Source: an optimization exercise on an open RTL-to-GDS flow (aim: small area and a short achievable clock period). Production flows keep margins and buffers that such runs may drop.
The RTL was checked by simulation tests, not by an equivalence proof against the original design.
Power figures rest on the tool's default switching activity, not on a simulated workload.

old:
## DCIM
module DCIM (
    input clk,
    input rst_n,
    input in_valid,
    input [127:0] in_data1,
    input [127:0] in_data2,
    input [127:0] in_data3,
    input [127:0] in_data4,
    output reg out_valid,
    output reg [12:0] O1,
    output reg [12:0] O2,
    output reg [12:0] O3,
    output reg [12:0] O4
);
clock: 2.4 ns
lec_check: 0
cap_margin: 20
core_margin: 2
core_utilization: 40
setup_slack_margin: 1.0
slew_margin: 20
standard.sh (not shown) runs the stock make flow with config.mk's settings and CLKGATE_MAP_FILE= SYNTH_SCRIPT=/design/flow/synth_recipe.tcl, a recipe that flattens the netlist after the stock synthesis.
==> flow/flow/run.sh <==
#!/bin/bash
# Standard ORFS layout with two changes:
#  - SYNTH_ARGS=-noabc: skip the abc -fast inside Yosys's generic synth, so the
#    full adders written in the RTL reach extract_fa in their plain polarity
#    (no inverters around every full adder); the final liberty abc still runs.
#  - port buffers use buf_1.
set -euo pipefail
bash standard.sh SYNTH_ARGS=-noabc "BUFFER_PORTS_ARGS=-buffer_cell sky130_fd_sc_hd__buf_1" finish > flow_make.log 2>&1
old went all the way through synthesis, placement and routing and the layout is clean on timing, DRC and antenna.
--- input diff old..new ---
Settings: SETUP_SLACK_MARGIN removed (was 1.0).
| core utilization | new vs old | 3.4 points lower |
The largest net degree at the start of global routing of new exceeds that of old by about 11%.
Register cell area after layout delta (new -> old): insignificant

---

DCIM, a different RTL version from the one above (not shown whole).
Size: about 1,600 cells after synthesis, roughly 660 flip-flops, roughly 570 I/O pins.
Settings: LEC_CHECK=0, CAP_MARGIN=20, CORE_MARGIN=2, CORE_UTILIZATION=60, CTS_CLUSTER_DIAMETER=80, CTS_CLUSTER_SIZE=30, SETUP_SLACK_MARGIN=0.85, SLEW_MARGIN=20; clock period 2.4 ns.
Scripts as last shown in full above: flow/flow/run.sh
Next try:
- ABC_AREA: unset -> 1
- SETUP_SLACK_MARGIN: 0.85 -> 0.8
Result:
- The new run went through all stages and came out clean
- worst setup slack got worse by 0.016 ns
- area after synthesis climbs slightly
- power drops by a few percent
- clock skew climbs by 0.0032 ns
- final cell count climbs by a little under a tenth
- die area climbs slightly
- global-route usage drops by 6.5 points
Next try:
- ABC_AREA: 1 -> unset
The changed run completed without violations.
Worst hold slack degrades by 0.18 ns.
Area after synthesis went down slightly.
Clock power went down by a few percent.
Non-clock buffer count went up by 5.
Sequential share of layout area went up by 0.45 points.
Next try:
- SETUP_SLACK_MARGIN: 0.8 -> 0.76
After rerunning:
- worst setup slack is worse by 0.013 ns
- non-clock buffer count went down by 4
- total power drops by 0.39%
- count of clock-buffer cells in the layout does not change
- flip-flop and latch count is unchanged
- fmax went down by 0.77%
- worst hold slack is about the same
- synthesized area does not change
- via count is about the same
- cell area came out lower by 0.36%
- synthesized cell count is unchanged

---

Setup of yarrow:
DCIM again, from the RTL that the note above started with.
export LEC_CHECK = 0
export CAP_MARGIN = 20
export CORE_MARGIN = 2
export CORE_UTILIZATION = 66
export CTS_CLUSTER_DIAMETER = 80
export CTS_CLUSTER_SIZE = 30
export SETUP_SLACK_MARGIN = 0.8
export SLEW_MARGIN = 20
create_clock -name core_clock -period 2.4 [get_ports {clk}]
Scripts as last shown in full above: flow/flow/run.sh
diff inputs: yarrow => raven
# yarrow
export LEC_CHECK = 0
export CAP_MARGIN = 20
export CORE_MARGIN = 2
export CORE_UTILIZATION = 66
export CTS_CLUSTER_DIAMETER = 80
export CTS_CLUSTER_SIZE = 30
export SETUP_SLACK_MARGIN = 0.8
export SLEW_MARGIN = 20
create_clock -name core_clock -period 2.4 [get_ports {clk}]
# raven
export LEC_CHECK = 0
export CAP_MARGIN = 20
export CORE_MARGIN = 2
export CORE_UTILIZATION = 60
export CTS_CLUSTER_DIAMETER = 80
export CTS_CLUSTER_SIZE = 30
export GPL_TIMING_DRIVEN = 0
export PLACE_DENSITY = 0.8
export SETUP_SLACK_MARGIN = 0.8
export SLEW_MARGIN = 20
create_clock -name core_clock -period 2.4 [get_ports {clk}]
==> comparison <==
- [compare] base=yarrow new=raven: first-pass GRT wire length went down by about 14%, ratio of final minimum period to clock period went down by 0.37 points, total routing usage reported by global routing went down by 7.4 points, final instance count without filler cells went up by about 3.2%, reg2reg setup slack went up by 0.04 ns.
- Die area in raven is 9.8% higher than in yarrow
- Total power of raven is lower than that of yarrow.
- In the tables for raven and yarrow, maximum frequency reads higher with raven.
- Area of the multi-input gates delta for raven relative to yarrow: 0.48% lower
What willow does differently from raven at the input level:
# raven
export LEC_CHECK = 0
export CAP_MARGIN = 20
export CORE_MARGIN = 2
export CORE_UTILIZATION = 60
export CTS_CLUSTER_DIAMETER = 80
export CTS_CLUSTER_SIZE = 30
export GPL_TIMING_DRIVEN = 0
export PLACE_DENSITY = 0.8
export SETUP_SLACK_MARGIN = 0.8
export SLEW_MARGIN = 20
create_clock -name core_clock -period 2.4 [get_ports {clk}]
# willow
export LEC_CHECK = 0
export CAP_MARGIN = 20
export CORE_MARGIN = 2
export CORE_UTILIZATION = 60
export SETUP_SLACK_MARGIN = 0.8
export SLEW_MARGIN = 20
create_clock -name core_clock -period 2.4 [get_ports {clk}]
### Flow results
Summary of willow over raven: first-pass GRT wire length has increased; wire length has increased. Where post-layout instance area is concerned, raven is better than willow. Compared with raven, willow is the more power-hungry design. Against raven as the reference, willow delivers a higher met2 layer wire length in the routed design. Between willow and raven, the number of cell instances on the worst register-to-register path does not differ in any meaningful way. willow: worst setup slack lower than raven. Changes observed in willow relative to raven: reported net switching power rose by 8.8%; minimum period implied by the final worst setup slack increased by 0.0090 ns relative to the old numbers. Pin count of the biggest net entering global routing grows by more than a quarter when moving from raven to willow.
Changes in zinc relative to willow:
# willow
export LEC_CHECK = 0
export CAP_MARGIN = 20
export CORE_MARGIN = 2
export CORE_UTILIZATION = 60
export SETUP_SLACK_MARGIN = 0.8
export SLEW_MARGIN = 20
create_clock -name core_clock -period 2.4 [get_ports {clk}]
# zinc
export LEC_CHECK = 0
export CAP_MARGIN = 20
export CORE_MARGIN = 2
export CORE_UTILIZATION = 60
export CTS_CLUSTER_DIAMETER = 80
export CTS_CLUSTER_SIZE = 30
export GPL_TIMING_DRIVEN = 0
export PLACE_DENSITY = 0.7
export SETUP_SLACK_MARGIN = 0.8
export SLEW_MARGIN = 20
create_clock -name core_clock -period 2.4 [get_ports {clk}]
--- outcome ---
On total number of vias, zinc does better than willow. Changes observed in zinc relative to willow: worst supply voltage drop on vdd went down; final setup slack of the worst path was more or less identical. Clock power went down by more than a quarter going from willow to zinc. Of zinc and willow, the higher initial antenna violation count belongs to willow. Minimum setup slack among reg-to-reg paths (zinc over willow): increase, 0.03 ns. Combinational group share of total power (lower): willow. Changes observed in zinc relative to willow: global-route usage over all layers went down 6.4 points; clock-buffer cell count went down 54; HPWL after detailed placement went down 17%.

---

run 1:
DCIM again, from the RTL that the note above started with.
export LEC_CHECK = 0
export CAP_MARGIN = 20
export CORE_MARGIN = 2
export CORE_UTILIZATION = 55
export CTS_CLUSTER_DIAMETER = 80
export CTS_CLUSTER_SIZE = 30
export SETUP_SLACK_MARGIN = 0.8
export SLEW_MARGIN = 20
create_clock -name core_clock -period 2.4 [get_ports {clk}]
Scripts as last shown in full above: flow/flow/run.sh
Run 1 has completed all stages; timing, DRC and antenna checks passed.
#### Input delta (run 2 over run 1)
--- a/flow/config.mk
+++ b/flow/config.mk
@@ -9,3 +9,3 @@
 export CORE_MARGIN = 2
-export CORE_UTILIZATION = 55
+export CORE_UTILIZATION = 60
 export CTS_CLUSTER_DIAMETER = 80
@@ -14 +14,2 @@
 export SLEW_MARGIN = 20
+export TNS_END_PERCENT = 10
- Run 2 vs. run 1: total length of routed met2 wires rose by 25%, non-clock buffer count -7, power has decreased, final period demand of the worst path shows an increase of 0.037 ns, relative contribution of the clock network to total power has decreased.
- For share of the final layout cell area in multi-input gates, run 1 and run 2 come out practically identical.
The following lists how run 3 was set up differently from run 2:
--- a/flow/config.mk
+++ b/flow/config.mk
@@ -12,4 +12,4 @@
 export CTS_CLUSTER_SIZE = 30
+export GPL_TIMING_DRIVEN = 0
 export SETUP_SLACK_MARGIN = 0.8
 export SLEW_MARGIN = 20
-export TNS_END_PERCENT = 10
Results
- Run 3 reached the final stage; the timing, DRC and antenna checks on its layout passed.
- Compared with run 2, power drawn by the clock network in run 3 increased by a few percent.
- Per the comparison of run 3 with run 2, pin count of the biggest net entering global routing increased by 8 relative to the old numbers; fraction of layout instances using a drive strength above 1 rose by 8.9 points; final RePlAce weighted congestion now sits lower.
- Relative to run 2, routed length per placed instance decreased by 1.0% in run 3.
- Changes observed in run 3 relative to run 2: shortest clock period the worst path allows after layout went down, relative contribution of combinational cells to total power went up.
- Reported for run 3 and run 2, number of clock sinks turned out identical to the last digit.
- Of the two values seen for start point of the critical path, O3[6]$_DFF_PN0_ was produced by run 3 and as4[2]$_DFFE_PP_ by run 2.

what the ideal ports hide:
The results above use ideal ports. As a check the final layouts listed here were re-extracted and re-timed, cells and wires unchanged.
Step 1 assumes that a clkbuf_16 drives the clock port and a buf_2 every other input.
Step 2 adds t to the input delays and takes it off the output delays; t is the mean of the earliest and latest rising clock arrival at the registers after step 1. Input paths then give back, and output paths get back, about the clock's delay inside the block.
Three values: ideal, step 1, step 2; two values: the first two.
run | t, ns | setup slack, ns | worst hold slack (ns) | clock arrival spread, ns | slew at the worst register clock pin (ns)
old | 0.633 | 0.765 / 0.760 / 0.213 | 0.262 / 0.233 / 0.321 | 0.024 / 0.024 | 0.06 / 0.06
new | 0.647 | 0.578 / 0.578 / 0.161 | 0.199 / 0.155 / 0.315 | 0.028 / 0.028 | 0.06 / 0.06
the first run of note 2 | 0.653 | 0.754 / 0.686 / 0.187 | 0.202 / 0.159 / 0.334 | 0.019 / 0.019 | 0.11 / 0.11
the second run of note 2 | 0.649 | 0.738 / 0.680 / 0.246 | 0.197 / 0.189 / 0.322 | 0.021 / 0.021 | 0.11 / 0.11
the third run of note 2 | 0.661 | 0.755 / 0.690 / 0.178 | 0.013 / -0.026 / 0.331 | 0.025 / 0.025 | 0.11 / 0.11
the fourth run of note 2 | 0.661 | 0.742 / 0.692 / 0.132 | 0.012 / -0.026 / 0.331 | 0.026 / 0.025 | 0.11 / 0.11
yarrow | 0.640 | 0.730 / 0.664 / 0.107 | 0.230 / 0.192 / 0.333 | 0.024 / 0.024 | 0.11 / 0.11
raven | 0.641 | 0.739 / 0.679 / 0.188 | 0.222 / 0.186 / 0.328 | 0.021 / 0.021 | 0.11 / 0.11
willow | 0.670 | 0.730 / 0.667 / 0.142 | 0.021 / -0.015 / 0.326 | 0.025 / 0.024 | 0.07 / 0.07
zinc | 0.653 | 0.731 / 0.672 / 0.167 | 0.211 / 0.181 / 0.332 | 0.025 / 0.025 | 0.11 / 0.11
run 1 | 0.655 | 0.746 / 0.685 / 0.265 | 0.197 / 0.166 / 0.323 | 0.033 / 0.033 | 0.11 / 0.11
run 2 | 0.639 | 0.708 / 0.708 / 0.135 | 0.218 / 0.189 / 0.331 | 0.021 / 0.022 | 0.11 / 0.11
run 3 | 0.663 | 0.771 / 0.706 / 0.157 | 0.191 / 0.173 / 0.328 | 0.041 / 0.041 | 0.11 / 0.11
After both steps every run listed still meets setup and hold. The setup slack of yarrow, which loses most, moves by -0.066 ns with the drivers and by -0.623 ns with both steps.
